Context: an optimization exercise on an open-source flow, tuned for small area, a short achievable clock period and few clock cycles per item. The choices shown serve that exercise and are no tape-out recipe.
Where RTL was checked, it was by simulation tests only, not by an equivalence proof against the original.
Function not checked in run 2: the RTL went through the layout flow alone.

==> flow/design.v, too long to show whole: its modules and the start of the top module <==
// module dotproduct: 1566 lines
module dotproduct (
    input  logic         clk_i,
    input  logic         rst_ni,
    input  logic         start_i,
    input  logic [7:0]   nnz_i,
    input  logic [31:0]  a0_i, a1_i, a2_i, a3_i, a4_i,
                         a5_i, a6_i, a7_i, a8_i, a9_i,
    input  logic [31:0]  b0_i, b1_i, b2_i, b3_i, b4_i,
                         b5_i, b6_i, b7_i, b8_i, b9_i,
    input  logic [31:0]  c_i,
    output logic [63:0]  result_o,
    output logic         busy_o,
    output logic         result_valid_o,
    output logic [31:0]  cycle_count_o
);
  // ...
==> flow/flow/run.sh <==
#!/bin/bash
set -o pipefail
export BUFFER_PORTS_ARGS="-buffer_cell sky130_fd_sc_hd__buf_1"
bash standard.sh finish > standard.log 2>&1
==> flow/standard.sh <==
#!/bin/bash
# synth_recipe.tcl (not shown) runs the flow's synth.tcl, then flattens the netlist and writes it again
# the make line also repeats each setting of config.mk as NAME=value (left out here)
make -C /OpenROAD-flow-scripts/flow DESIGN_CONFIG=/design/flow/config.mk WORK_HOME=/design/flow/orfs CLKGATE_MAP_FILE= SYNTH_SCRIPT=/design/flow/synth_recipe.tcl "${@:-finish}"
==> flow/config.mk <==
export PLATFORM = sky130hd
export DESIGN_NAME = dotproduct
export DESIGN_NICKNAME = dotproduct
export VERILOG_FILES = /design/flow/design.v
export SDC_FILE = /design/flow/constraint.sdc
export NUM_CORES = 4
export LEC_CHECK = 0
export ABC_AREA = 1
export CAP_MARGIN = 20
export CORE_MARGIN = 2
export CORE_UTILIZATION = 40
export SLEW_MARGIN = 20
==> flow/constraint.sdc <==
create_clock -name core_clock -period 15.0 [get_ports {clk_i}]
set_input_delay 3.0000 -clock core_clock [delete_from_list [all_inputs] [get_ports {clk_i}]]
set_output_delay 3.0000 -clock core_clock [all_outputs]
set_load 0.01 [all_outputs]
==> results.rst, run 1 <==
.. list-table::
   :header-rows: 1

   * - Metric
     - Value
   * - Status
     - no timing/DRC/antenna violations
   * - Die X
     - 262.7 um
   * - Dominant kind of cell by area
     - multi-input combinational cells
   * - Router iterations before antenna repair
     - 6
   * - Height of the die
     - 262.7 um
   * - Worst reg2reg startpoint
     - bneg[2]
   * - Worst min-delay path startpoint
     - cnt_q[1]
   * - Mean instance size in the synthesized netlist
     - 6.718 sq um
   * - Tightest Hold Check Type
     - flop to flop
   * - Number of remaining DRC errors
     - 0
   * - Per-cell via count in the routed design
     - 5.546
   * - Most used routing layer in global routing
     - met2
   * - CTS Buf Count
     - 17
   * - Buffer count from post-CTS setup fixing
     - 0
   * - Minimum setup slack in the final design
     - 8549 ps
   * - Area of placed instances
     - 29,730 sq um
   * - Transition time at the pin with the least slew margin
     - 1059 ps
   * - Final weighted congestion of routability-driven global placement
     - 1.007
   * - Starting utilization of the core area
     - 40.56%
   * - Multi-In Gates
     - 3,077
   * - Met2 Use GR
     - 61.98%
   * - Register area share after synthesis
     - 11.34%
   * - Clock insertion delay at the later pin of the skew report
     - 490 ps
   * - Flip-flop and latch count after synthesis
     - 147
   * - DR WL met3
     - 14,230 um
   * - Number of cells on the critical path
     - 13
   * - Cell at the root of the clock tree
     - sky130_fd_sc_hd__clkbuf_16
   * - Non-clock inverters
     - 513
   * - Number of max-slew violations in the final report
     - 0
   * - HPWL after DPL
     - 115,600 um
   * - Overall track demand over capacity in global routing
     - 40.27%
   * - Post-Synth XOR/XNOR Area
     - 11.13%
Testbench counts, summed over its fixed seeds: cycles 18,851, items 2,400.
==> run 2: changes to the inputs <==
--- a/flow/design.v
+++ b/flow/design.v
@@ -14,23 +14,26 @@
     output logic [31:0]  cycle_count_o
 );
     logic        fvalid;      
     logic        fetching;    
     logic        flast;       
     logic        valid_q;
     logic [3:0]  cnt_q;       
     logic [9:0]  sel;         
-    logic        ch;          
+    logic        pend;        
+    logic        plast;       
+    logic [16:0] P;           
     logic [31:0] M;           
     logic [7:0]  bneg, bone, btwo;    
     logic        sh;          
     logic [63:0] acc;
     wire start_ok = start_i & ~fvalid;
-    wire go       = start_ok | fetching;
+    wire issue0   = start_ok | (fetching & ~pend);    
+    wire go       = issue0 | pend;                     
     logic [31:0] A, B;
     always_comb begin
         A = ({32{sel[0]}} & a0_i) | ({32{sel[1]}} & a1_i) | ({32{sel[2]}} & a2_i) |
             ({32{sel[3]}} & a3_i) | ({32{sel[4]}} & a4_i) | ({32{sel[5]}} & a5_i) |
             ({32{sel[6]}} & a6_i) | ({32{sel[7]}} & a7_i) | ({32{sel[8]}} & a8_i) |
             ({32{sel[9]}} & a9_i);
         B = ({32{sel[0]}} & b0_i) | ({32{sel[1]}} & b1_i) | ({32{sel[2]}} & b2_i) |
             ({32{sel[3]}} & b3_i) | ({32{sel[4]}} & b4_i) | ({32{sel[5]}} & b5_i) |
@@ -39,50 +42,46 @@
     end
     logic [9:0] lastsel;
     always_comb begin
         for (int k = 0; k < 10; k++) lastsel[k] = (nnz_i == 8'(k + 1));
     end
     wire nA = (A[31:15] == {17{A[31]}});    
     wire nB = (B[31:15] == {17{B[31]}});
     wire two  = ~nA & ~nB;
-    wire [31:0] X  = nB ? A : B;
-    wire [16:0] Qn = ch ? A[31:15] : (nB ? {B[15:0], 1'b0} : {A[15:0], 1'b0});
-    wire last_chunk = ~two | ch;
+    wire [31:0] X  = pend ? M : (nB ? A : B);
+    wire [16:0] Qn = pend ? P : (nB ? {B[15:0], 1'b0} : {A[15:0], 1'b0});
     wire last_elem  = |(sel & lastsel);
-    wire last_job   = last_chunk & last_elem;
     always_ff @(posedge clk_i) begin
         M     <= X;
+        P     <= A[31:15];
+        plast <= last_elem;
         for (int i = 0; i < 8; i++) begin
             bneg[i] <= go & Qn[2*i+2];
             bone[i] <= go & (Qn[2*i] ^ Qn[2*i+1]);
             btwo[i] <= go & ((Qn[2*i+2] & ~Qn[2*i+1] & ~Qn[2*i]) |
                              (~Qn[2*i+2] & Qn[2*i+1] & Qn[2*i]));
         end
-        sh    <= ch;
-        flast <= last_job;
+        sh    <= pend;
+        flast <= pend ? plast : (last_elem & ~two);
     end
     always_ff @(posedge clk_i or negedge rst_ni) begin
         if (!rst_ni) begin
             fvalid   <= 1'b0;
             fetching <= 1'b0;
+            pend     <= 1'b0;
             valid_q  <= 1'b0;
             cnt_q    <= 4'd0;
             sel      <= 10'd1;
-            ch       <= 1'b0;
         end else begin
             fvalid   <= go;
-            fetching <= go & ~last_job;
-            if (go) begin
-                if (last_chunk) begin
-                    ch  <= 1'b0;
-                    sel <= last_elem ? 10'd1 : {sel[8:0], 1'b0};
-                end else begin
-                    ch  <= 1'b1;
-                end
+            pend     <= issue0 & two;
+            if (issue0) begin
+                fetching <= ~last_elem;
+                sel      <= last_elem ? 10'd1 : {sel[8:0], 1'b0};
             end
             if (start_ok) begin
                 valid_q <= 1'b0;
                 cnt_q   <= nnz_i[3:0];
             end else if (fvalid & flast) begin
                 valid_q <= 1'b1;
             end
         end
@@ -1527,17 +1526,17 @@
     assign fs709 = acc[61] ^ ms521 ^ mc584;
     assign fc710 = (acc[61] & ms521) | (acc[61] & mc584) | (ms521 & mc584);
     assign fs711 = acc[62] ^ ms522 ^ mc585;
     assign fc712 = (acc[62] & ms522) | (acc[62] & mc585) | (ms522 & mc585);
     assign fs713 = acc[63] ^ ms523 ^ mc586;
     assign fc714 = (acc[63] & ms523) | (acc[63] & mc586) | (ms523 & mc586);
     assign fsum = {fs713, fs711, fs709, fs707, fs705, fs703, fs701, fs699, fs697, fs695, fs693, fs691, fs689, fs687, fs685, fs683, fs681, fs679, fs677, fs675, fs673, fs671, fs669, fs667, fs665, fs663, fs661, fs659, fs657, fs655, fs653, fs651, fs649, fs647, fs645, fs643, fs641, fs639, fs637, fs635, fs633, fs631, fs629, fs627, fs625, fs623, fs621, fs619, fs617, fs615, fs613, fs611, fs609, fs607, fs605, fs603, fs601, fs599, fs597, fs595, fs593, fs591, fs589, fs587};
     assign fcar = {fc712, fc710, fc708, fc706, fc704, fc702, fc700, fc698, fc696, fc694, fc692, fc690, fc688, fc686, fc684, fc682, fc680, fc678, fc676, fc674, fc672, fc670, fc668, fc666, fc664, fc662, fc660, fc658, fc656, fc654, fc652, fc650, fc648, fc646, fc644, fc642, fc640, fc638, fc636, fc634, fc632, fc630, fc628, fc626, fc624, fc622, fc620, fc618, fc616, fc614, fc612, fc610, fc608, fc606, fc604, fc602, fc600, fc598, fc596, fc594, fc592, fc590, fc588, mc524};
-    localparam int BW = 8;
+    localparam int BW = 16;
     localparam int NB = 64 / BW;
     logic [NB-2:0] bc;
     logic [63:0]   bcw;
     logic [63:0]   acc_next;
     logic [NB-2:0] bc_next;
     always_comb begin
         bcw = 64'd0;
         for (int k = 1; k < NB; k++) bcw[k*BW] = bc[k-1];
==> flow/flow/run.sh (replaced) <==
#!/bin/bash
set -o pipefail
export BUFFER_PORTS_ARGS="-buffer_cell sky130_fd_sc_hd__buf_1"
bash standard.sh SETUP_SLACK_MARGIN=8.5 finish > standard.log 2>&1
==> results.rst, run 2 <==
.. list-table::
   :header-rows: 1

   * - Metric
     - Value
   * - Maximum clock rate
     - 161.3 MHz
   * - Mean instance size in the synthesized netlist
     - 7.069 sq um (+5.2%)
   * - Critical path endpoint category
     - flop
   * - Non-filler cells, final
     - 5,233
   * - HPWL after DPL
     - 108,500 um (-6.1%)
   * - Combined area of all synthesized cells
     - 26,530 sq um
   * - Count of placed standard cells including taps
     - 5,178
   * - Reg2Reg Setup Slack
     - 8800 ps
   * - Setup CP Type
     - flop to flop
   * - Most common cell in the netlist
     - sky130_fd_sc_hd__nand2_1
   * - Register area share after synthesis
     - 13.70% (+2.4 points)
   * - Clock insertion delay at the later pin of the skew report
     - 500 ps (about the same)
   * - Die ar.
     - 68,400 sq um
   * - Reg-to-reg critical path endpoint
     - acc[45]
   * - Peak fanout along the critical path
     - 16
   * - Post-synth top area cell
     - sky130_fd_sc_hd__fa_1
   * - Count of antenna-violating nets left after detailed routing
     - 0
   * - Overall track demand over capacity in global routing
     - 38.32% (-1.9 points)
   * - Worst reg2reg startpoint
     - M[15]
   * - Number of cells traversed by the worst register-to-register path
     - 24
   * - Global-route wire length before repair
     - 189,100 um
   * - Flip-flop and latch count after synthesis
     - 161 (+9.5%)
   * - Fraction of layout cells with a size suffix above 1
     - 5.025%
   * - Final worst path period share
     - 41.34%
   * - Die X
     - 261.5 um (-0.43%)
   * - Worst-case clock skew
     - 19.13 ps
   * - Number of enable-type register cells in the synthesized netlist
     - 32
   * - CTS Buf Count
     - 17 (unchanged)
   * - Final weighted congestion of routability-driven global placement
     - 1.007 (about the same)
   * - Crit path time final
     - 6201 ps
   * - Cell at the root of the clock tree
     - sky130_fd_sc_hd__clkbuf_16
   * - Worst min-delay path startpoint
     - fetching
   * - Router iterations before antenna repair
     - 6 (unchanged)
   * - Aggregate negative setup slack
     - 0 ps
   * - Total I/O pin count
     - 781
   * - Worst hold path depth
     - 2
   * - Starting utilization of the core area
     - 40.35% (-0.21 points)
   * - Transition time at the pin with the least slew margin
     - 1119 ps (+60.15 ps)
   * - Input/output buffers
     - 752
   * - Clock edge transition at the registers on the reported setup and hold paths
     - 90 ps
   * - Number of max-slew violations in the final report
     - 0 (unchanged)
   * - Register ranked first by flip-flop count
     - acc
   * - Clock sinks
     - 161
   * - Endpoint of the worst hold-timing path
     - fetching
   * - Max transition margin
     - 24.70%
   * - Average wire per standard cell
     - 25.70 um
   * - Fraction of synthesis flops using an asynchronous set or reset pin
     - 11.18%
   * - Commonest cells after routing, fill and taps aside
     - sky130_fd_sc_hd__nand2_1, sky130_fd_sc_hd__buf_1, sky130_fd_sc_hd__inv_1, sky130_fd_sc_hd__xor2_1, sky130_fd_sc_hd__o22ai_1
   * - Count of standard-cell rows
     - 94
   * - Longest Clk Path Bufs
     - 2
   * - Max FFs per register
     - 64
   * - CTS tree
     - built
   * - Synthesis warning total
     - 1
   * - Total Nets Final
     - 5,383
   * - Core Footprint
     - 65,750 sq um
   * - Endpoints failing setup
     - 0
   * - Largest net degree at the start of global routing
     - 78
   * - Main area contributors after synthesis
     - sky130_fd_sc_hd__fa_1, sky130_fd_sc_hd__nand2_1, sky130_fd_sc_hd__xor2_1, sky130_fd_sc_hd__dfxtp_1, sky130_fd_sc_hd__inv_1
   * - Biggest registers after layout
     - acc: 64 flops, M: 32 flops, P: 17 flops
   * - Tightest Hold Check Type
     - flop to flop
   * - Number of remaining DRC errors
     - 0 (unchanged)
   * - Via count of the first global-routing pass
     - 27,420
   * - Share of Yosys cell area claimed by the top area cell type
     - 18.49%
   * - RSZ-0062 raised after global routing
     - no
   * - Total gr overflow
     - 0
   * - CP Data Required Time
     - 15,350 ps
   * - Synth unique cells
     - 56
   * - Top post-synthesis cells by count
     - sky130_fd_sc_hd__nand2_1, sky130_fd_sc_hd__inv_1, sky130_fd_sc_hd__xor2_1
   * - Prevailing post-synth register cell
     - sky130_fd_sc_hd__dfxtp_1
   * - Number of antenna violations at the first check in global routing
     - 14
   * - Synthesis-to-finish area growth
     - 14.86%
   * - Data arrival time of the worst path
     - 6550 ps
   * - Total vias in the final route
     - 29,320
   * - Critical Path Source Type
     - flop
   * - Most common cell after layout, fill and taps aside
     - sky130_fd_sc_hd__nand2_1
   * - Final number of hold-violating endpoints
     - 0
   * - Clock H-tree levels
     - 4
   * - Height of the die
     - 261.5 um (-0.43%)
   * - DRC marker count from the first detailed-route iteration
     - 3,327
   * - Per-cell via count in the routed design
     - 5.602 (+1.0%)
   * - Gate count of the mapped netlist
     - 3,753
   * - Number of max-cap violations
     - 0
   * - Status
     - no timing/DRC/antenna violations
   * - Total detailed-routing wirelength
     - 134,500 um
## run 2: cell types whose count changed in the layout (fill, tap and decap cells not counted), moves of 20 or more
cell / previous run / this run
sky130_fd_sc_hd__a221oi_1: 0 / 35
sky130_fd_sc_hd__edfxtp_1: 0 / 32
sky130_fd_sc_hd__nand2_1: 1157 / 947
sky130_fd_sc_hd__a22o_1: 38 / 67
sky130_fd_sc_hd__nor2_1: 251 / 196
sky130_fd_sc_hd__nand3_1: 208 / 168
sky130_fd_sc_hd__or2_2: 8 / 30
sky130_fd_sc_hd__nand4_1: 56 / 34
sky130_fd_sc_hd__xor2_1: 323 / 303
sky130_fd_sc_hd__inv_1: 501 / 435
sky130_fd_sc_hd__o21ai_0: 133 / 154
## run 2: metrics by stage
step                      setup slack (ps)  hold slack (ps)  area, sq um  util [%]
final                                 8799            484.5        30470     46.35
after floorplan                       9208            403.3        26630         -
after CTS                             8623            486.2        30270     46.05
after global placement                8499            470.4        29640     45.08
after global routing                  8501            524.4        30460     46.33
after detailed placement              8644            468.9        29640     45.08
## run 2: worst max path at each step
stage               startpoint  endpoint  slack (ps)  cells after the start
floorplan              bneg[4]   acc[60]        9210                     26
global placement       bone[5]   acc[60]        8500                     25
detailed placement     bone[2]   acc[60]        8640                     26
CTS                    bone[2]   acc[60]        8620                     26
global route             M[21]   acc[60]        8500                     25
finish                   M[15]   acc[45]        8800                     24
## run 2: cell families after synthesis
| logic type | Yosys count | share of synthesized area, % |
|---|---|---|
| AO/OA/AOI/OAI | 699 | 16.69 |
| XOR/XNOR | 337 | 11.13 |
| adder cells (fa/ha/maj) | 356 | 23.71 |
| buffers and inverters | 735 | 11.52 |
| flip-flops | 161 | 13.70 |
| multiplexers | 3 | 0.1132 |
| other | 1 | 0.01414 |
| AND/OR/NAND/NOR | 1461 | 23.13 |
## run 2: critical path, cell delays in order, from the launching register on
cell	delay, ps
sky130_fd_sc_hd__edfxtp_1	400
sky130_fd_sc_hd__clkinvlp_4	400
sky130_fd_sc_hd__o22ai_1	350
sky130_fd_sc_hd__xor2_1	220
sky130_fd_sc_hd__fa_1	470
sky130_fd_sc_hd__fa_1	500
sky130_fd_sc_hd__inv_1	50
sky130_fd_sc_hd__fa_1	480
sky130_fd_sc_hd__inv_1	70
sky130_fd_sc_hd__fa_1	580
sky130_fd_sc_hd__mux2i_1	150
sky130_fd_sc_hd__fa_1	520
sky130_fd_sc_hd__inv_1	40
sky130_fd_sc_hd__ha_1	370
sky130_fd_sc_hd__nand2_1	70
sky130_fd_sc_hd__o21ai_1	210
sky130_fd_sc_hd__a21oi_1	170
sky130_fd_sc_hd__o21ai_1	260
sky130_fd_sc_hd__a21boi_0	190
sky130_fd_sc_hd__o21ai_1	240
sky130_fd_sc_hd__nand2_1	80
sky130_fd_sc_hd__nand2_1	80
sky130_fd_sc_hd__nand2_1	50
sky130_fd_sc_hd__nand2_1	50
sky130_fd_sc_hd__o21ai_1	60
## run 2: repair_timing
action | in CTS | in global routing
hold endpoints to repair | 0 | 0
resized for setup | 0 | 22
hold buffers | 0 | 0
setup buffers | 0 | 12
endpoints found under the setup margin | 0 | 13
## run 2: area by class of cell
cell class | count | area, sq um
Antenna cell | 11 | 27.53
Clock buffer | 17 | 425.4
Clock inverter | 15 | 207.7
Fill cell | 7057 | 35270
Inverter | 468 | 1829
Multi-Input combinational cell | 2884 | 19960
Sequential cell | 161 | 3650
Tap cell | 864 | 1081
Timing Repair Buffer | 813 | 3293
## run 2: metal layers
metal	vias to the layer above	track usage (%)	wire length, um
met3	269	8.227	12590
met2	1686	60.41	60660
met1	13970	50.25	54360
li1	13390	-	-
met4	6	17.52	6852
met5	-	0	34

-- port drivers added, routing unchanged --
Ports are ideal in the flow. The routed layouts listed here were re-timed in OpenROAD. Step 1 (the two cells are an assumption about what drives the block):
set clk [get_ports {clk_i}]
set_driving_cell -lib_cell sky130_fd_sc_hd__clkbuf_16 $clk
set_driving_cell -lib_cell sky130_fd_sc_hd__buf_2 [delete_from_list [all_inputs] $clk]
Step 2, shift: input delay + t, output delay - t, t = (earliest + latest rising clock arrival at the registers) / 2. This alone moves slack from input paths to output paths. Three values: ideal ports, drivers, drivers and shift; two values: the first two.
run | shift t [ns] | setup slack, ns | worst hold slack (ns) | pins driven straight from the clock port
run 1 | 0.544 | 8.549 / 8.487 / 8.564 | 0.496 / 0.496 / 0.496 | 1
run 2 | 0.559 | 8.799 / 8.799 / 8.716 | 0.484 / 0.484 / 0.484 | 1
After both steps setup and hold are still met in every run listed. The setup slack of run 2, which loses most, moves by 0.000 ns with the drivers and by -0.083 ns with both steps.
